From an optimization exercise on the open Yosys and OpenROAD flow, aimed at small area and a short achievable clock period; shortcuts taken in it are not production practice.
Only simulation tests tie the RTL to the original design; equivalence was not proved.
Power figures rest on the tool's default switching activity, not on a simulated workload.

Setup of job 4140:
## arctos32_top
module arctos32_top (
    input         clock,
    input         reset,
    output [26:0] imem_addr,
    output        imem_en,
    input  [31:0] imem_rdata,
    output [22:0] dmem_addr,
    output [31:0] dmem_wdata,
    output        dmem_we,
    output        dmem_re,
    input  [31:0] dmem_rdata
);
genvar j;
reg  [31:0] ir;         
reg  [31:0] a, b;       
reg  [26:0] pc;
reg         zf, cf;
wire [2:0] op     = ir[31:29];
wire       is_rr  = (op == 3'd0);
wire       is_imm = (op == 3'd1);
wire       is_li  = (op == 3'd2);
wire       is_mem = (op == 3'd3);
wire       is_br  = (op == 3'd4);
wire       stop   = ir[31] & (ir[30] | ir[29]);    
wire       is_alu = is_rr | is_imm;
wire [3:0] f      = ir[28:25];
always @(posedge clock or negedge reset)
    if (!reset)
        ir[31:24] <= 8'b010_00000;
    else
        ir[31:24] <= {imem_rdata[31:29] | {3{stop}}, imem_rdata[28:24]};
always @(posedge clock)
    ir[23:0] <= imem_rdata[23:0];
wire take = is_br & ((ir[28:27] == 2'd0) | ((ir[28:27] == 2'd1) &  zf) |
                     ((ir[28:27] == 2'd2) & ~zf) | ((ir[28:27] == 2'd3) & cf));
always @(posedge clock or negedge reset)
    if (!reset)
        pc <= 27'd0;
    else if (!stop)
        pc <= take ? ir[26:0] : pc + 27'd1;
wire [2:0] op_nxt = imem_rdata[31:29] | {3{stop}};
reg        en_q, we_q, re_q;
always @(posedge clock or negedge reset)
    if (!reset) begin
        en_q <= 1'b1;
        we_q <= 1'b0;
        re_q <= 1'b0;
    end else begin
        en_q <= ~(op_nxt[2] & (op_nxt[1] | op_nxt[0]));
        we_q <= (op_nxt == 3'd3) &  imem_rdata[28];
        re_q <= (op_nxt == 3'd3) & ~imem_rdata[28];
    end
assign imem_addr = pc;
assign imem_en   = en_q;
wire [31:0] wd, wd_f;    
wire        we = is_alu | is_li | (is_mem & ~ir[28]);
wire [4:0]  wa = is_li ? ir[28:24] : (is_mem ? ir[27:23] : ir[24:20]);
wire [31:0] nx     = imem_rdata;
wire [4:0]  ra_nxt = nx[30] ? nx[27:23] : nx[19:15];
wire [4:0]  rb_nxt = nx[14:10];
wire [31:0] qa_n, qb_n;
register_bank RB (.clock(clock), .reset(reset), .we(we), .wa(wa), .wd(wd),
                  .ra_sel(nx[30]), .ra0(nx[19:15]), .ra1(nx[27:23]), .rb(rb_nxt), .rb_off(nx[29]),
                  .qa_n(qa_n), .qb_n(qb_n));
wire        fwd_a = we & (wa == ra_nxt) & (|ra_nxt);
wire        fwd_b = we & ~nx[29] & (wa == rb_nxt) & (|rb_nxt);
  ...
clock: 25.0 ns
lec_check: 0
cap_margin: 20
core_margin: 2
core_utilization: 50
slew_margin: 20
synth_hierarchical: 1
standard.sh (not shown) runs the stock make flow with config.mk's settings and CLKGATE_MAP_FILE= SYNTH_SCRIPT=/design/flow/synth_recipe.tcl, a recipe that flattens the netlist after the stock synthesis.
==> flow/flow/run.sh <==
#!/bin/bash
# Own flow: the standard layout (standard synthesis included, unchanged)
# with changes that only steer optimisation; the SDC is unchanged:
#  - repair_timing is asked for a setup margin (flow/margin.txt), so the
#    layout is optimised for a shorter period than the 25 ns constraint;
#  - the port buffers are buf_4 (buffer_ports would otherwise pick a slow
#    delay cell);
#  - clock tree synthesis clusters the sinks more coarsely and adds no dummy
#    loads (a smaller clock tree; every register still gets the clock
#    through the same balanced tree);
set -euo pipefail
MARGIN=$(cat flow/margin.txt)
bash standard.sh synth > standard_synth.log 2>&1
bash standard.sh SETUP_SLACK_MARGIN=$MARGIN POST_GLOBAL_ROUTE_TCL=$PWD/flow/post_grt.tcl \
    "BUFFER_PORTS_ARGS=-buffer_cell sky130_fd_sc_hd__buf_4" \
    "CTS_ARGS=-sink_clustering_enable -repair_clock_nets -dont_use_dummy_load -sink_clustering_size 24 -sink_clustering_max_diameter 70" \
    finish > standard_flow.log 2>&1
==> flow/flow/margin.txt <==
18.75
==> flow/flow/post_grt.tcl <==
# Sourced by ORFS's global_route.tcl (POST_GLOBAL_ROUTE_TCL) after its
# repair_timing: repair max slew and capacitance once more, with a wider
# margin, then legalise and re-route the changed nets incrementally.
puts "post_grt: repair_design after repair_timing"
estimate_parasitics -global_routing
repair_design -slew_margin 35 -cap_margin 35 -verbose
global_route -start_incremental
detailed_placement
global_route -end_incremental
estimate_parasitics -global_routing
report_check_types -max_slew -max_cap -violators
Every stage of the flow completed for job 4140, and the final layout passed the timing, DRC and antenna checks.
> inputs changed (job 4140 -> job 9681)
- an added PLACE_DENSITY of 0.72
==> flow/flow/margin.txt <==
18.5
In the tables for job 4140 and job 9681, fraction of area in clock buffers and inverters reads higher with job 4140. The final reports for job 9681 and job 4140 show arrival time reported for the critical path endpoint higher in the former. Job 9681 against job 4140: placed wire-length estimate decreased by about 3% relative to the old numbers, setup TNS closely matched the old numbers, minimum hold slack closely matched the old numbers. In job 9681, the post-route standard cell area excluding fillers came out about 6% below the value in job 4140. Summary of job 9681 over job 4140: length of routed met2 wiring down 11,000 µm, clock skew went up by 0.024 ns.
Input-level comparison between job 1113 and job 9681:
- removing PLACE_DENSITY (formerly 0.72)
-- flow/flow/run.sh --
<<< job 9681, line 10
#    through the same balanced tree);
set -euo pipefail
>>> job 1113, line 10
#    through the same balanced tree);
#  - timing is repaired once, after clock tree synthesis; global routing
#    skips its own incremental repair (SKIP_INCREMENTAL_REPAIR), and
#    flow/post_grt.tcl repairs max slew and capacitance after it instead.
# make's output goes to standard_synth.log and standard_flow.log; each ORFS
# step writes its own log under orfs/logs.
set -euo pipefail
<<< job 9681, line 14
bash standard.sh SETUP_SLACK_MARGIN=$MARGIN POST_GLOBAL_ROUTE_TCL=$PWD/flow/post_grt.tcl \
    "BUFFER_PORTS_ARGS=-buffer_cell sky130_fd_sc_hd__buf_4" \
>>> job 1113, line 19
bash standard.sh SETUP_SLACK_MARGIN=$MARGIN POST_GLOBAL_ROUTE_TCL=$PWD/flow/post_grt.tcl \
    SKIP_INCREMENTAL_REPAIR=1 \
    "BUFFER_PORTS_ARGS=-buffer_cell sky130_fd_sc_hd__buf_4" \
-- flow/flow/post_grt.tcl --
<<< job 9681, line 1
# Sourced by ORFS's global_route.tcl (POST_GLOBAL_ROUTE_TCL) after its
# repair_timing: repair max slew and capacitance once more, with a wider
# margin, then legalise and re-route the changed nets incrementally.
>>> job 1113, line 1
# Sourced by ORFS's global_route.tcl (POST_GLOBAL_ROUTE_TCL) after global
# routing: repair max slew and capacitance once more, with a wider
# margin, then legalise and re-route the changed nets incrementally.
## What came out
Compared job 1113 against job 9681; area after synthesis within noise. The worst hold-check slack of job 9681 and that of job 1113 are within noise of each other. Core utilization delta for job 1113 relative to job 9681: 1.2 points lower. As far as synthesized-area fraction occupied by adder cells goes, job 1113 and job 9681 are indistinguishable; the numbers are identical. The higher clock latency reported for the late side of the worst-skew pair came out of job 9681. Comparing job 9681 and job 1113, first-pass GRT wire length is lower on job 1113. Job 1113 vs. job 9681: minimum clock period fell by 0.043 ns; proportion of power drawn by the clock network now sits higher.
> inputs changed (job 1113 -> job 8379)
-- flow/flow/run.sh --
<<< job 1113, line 10
#    through the same balanced tree);
#  - timing is repaired once, after clock tree synthesis; global routing
#    skips its own incremental repair (SKIP_INCREMENTAL_REPAIR), and
#    flow/post_grt.tcl repairs max slew and capacitance after it instead.
# make's output goes to standard_synth.log and standard_flow.log; each ORFS
# step writes its own log under orfs/logs.
set -euo pipefail
>>> job 8379, line 10
#    through the same balanced tree);
#  - after floorplanning, flow/post_fp.tcl upsizes the gates that drive the
#    long wires from the register-bank read trees to the operand registers;
set -euo pipefail
<<< job 1113, line 19
bash standard.sh SETUP_SLACK_MARGIN=$MARGIN POST_GLOBAL_ROUTE_TCL=$PWD/flow/post_grt.tcl \
    SKIP_INCREMENTAL_REPAIR=1 \
    "BUFFER_PORTS_ARGS=-buffer_cell sky130_fd_sc_hd__buf_4" \
>>> job 8379, line 16
bash standard.sh SETUP_SLACK_MARGIN=$MARGIN POST_GLOBAL_ROUTE_TCL=$PWD/flow/post_grt.tcl \
    POST_FLOORPLAN_TCL=$PWD/flow/post_fp.tcl \
    "BUFFER_PORTS_ARGS=-buffer_cell sky130_fd_sc_hd__buf_4" \
==> flow/flow/post_fp.tcl (new file) <==
# Sourced by ORFS's floorplan.tcl (POST_FLOORPLAN_TCL): upsize the nand gates
# that drive the last stage (nor3) of each register-bank read tree. Those
# nets run from the register bank to the operand registers, a long wire the
# minimum-size nand drives slowly.
set block [ord::get_db_block]
set db [ord::get_db]
set nand4_2 [$db findMaster sky130_fd_sc_hd__nand4_2]
set nand3_2 [$db findMaster sky130_fd_sc_hd__nand3_2]
set n 0
foreach inst [$block getInsts] {
  if {![string match "sky130_fd_sc_hd__nor3_*" [[$inst getMaster] getName]]} { continue }
  foreach it [$inst getITerms] {
    if {![$it isInputSignal]} { continue }
    set net [$it getNet]
    if {$net eq "NULL"} { continue }
    foreach d [$net getITerms] {
      if {![$d isOutputSignal]} { continue }
      set di [$d getInst]
      set dm [[$di getMaster] getName]
      if {$dm eq "sky130_fd_sc_hd__nand4_1"} {
        $di swapMaster $nand4_2
        incr n
      } elseif {$dm eq "sky130_fd_sc_hd__nand3_1"} {
        $di swapMaster $nand3_2
        incr n
      }
    }
  }
}
puts "post_fp: upsized $n read-tree nand gates"
-- flow/flow/post_grt.tcl --
<<< job 1113, line 1
# Sourced by ORFS's global_route.tcl (POST_GLOBAL_ROUTE_TCL) after global
# routing: repair max slew and capacitance once more, with a wider
# margin, then legalise and re-route the changed nets incrementally.
>>> job 8379, line 1
# Sourced by ORFS's global_route.tcl (POST_GLOBAL_ROUTE_TCL) after its
# repair_timing: repair max slew and capacitance once more, with a wider
# margin, then legalise and re-route the changed nets incrementally.
Every run (job 8379 and job 1113) finished clean.
Going from job 1113 to job 8379, die area essentially unchanged, average via count per standard cell now larger, wire length of the first global-routing pass shows an increase of 2.1%, hold slack held, utilization higher.
Job 8379 — setup slack 0.13 ns higher, job 1113 as reference
Compared with job 1113, in job 8379 share of cell area taken by flip-flops and latches now sits lower, clock buffer count from CTS now sits higher.

-- afterwards: timing with drivers on the ports --
Ports are ideal in the flow. The routed layouts listed here were re-timed in OpenROAD.
Step 1: set_driving_cell puts a clkbuf_16 on clock and a buf_2 on each other input, an assumption about the parent block.
Step 2 times the ports against the registers' clock, not the clock port: input delays grow and output delays shrink by t, the midpoint of the rising clock arrivals with the driver on.
Slacks: no drivers / after step 1 / after step 2; pairs: no drivers / after step 1.
run	t, ns	setup WS [ns]	worst register clock-pin slew, ns	worst slew at a driven data input, ns
job 4140	0.784	18.276 / 18.186 / 17.401	0.10 / 0.10	0.30
job 9681	0.765	18.185 / 18.084 / 17.318	0.10 / 0.10	0.31
job 1113	0.763	18.228 / 18.155 / 17.392	0.09 / 0.09	0.19
job 8379	0.768	18.356 / 18.157 / 17.389	0.10 / 0.10	0.34
After both steps every run listed still meets setup and hold. The setup slack of job 8379, which loses most, moves by -0.199 ns with the drivers and by -0.967 ns with both steps.
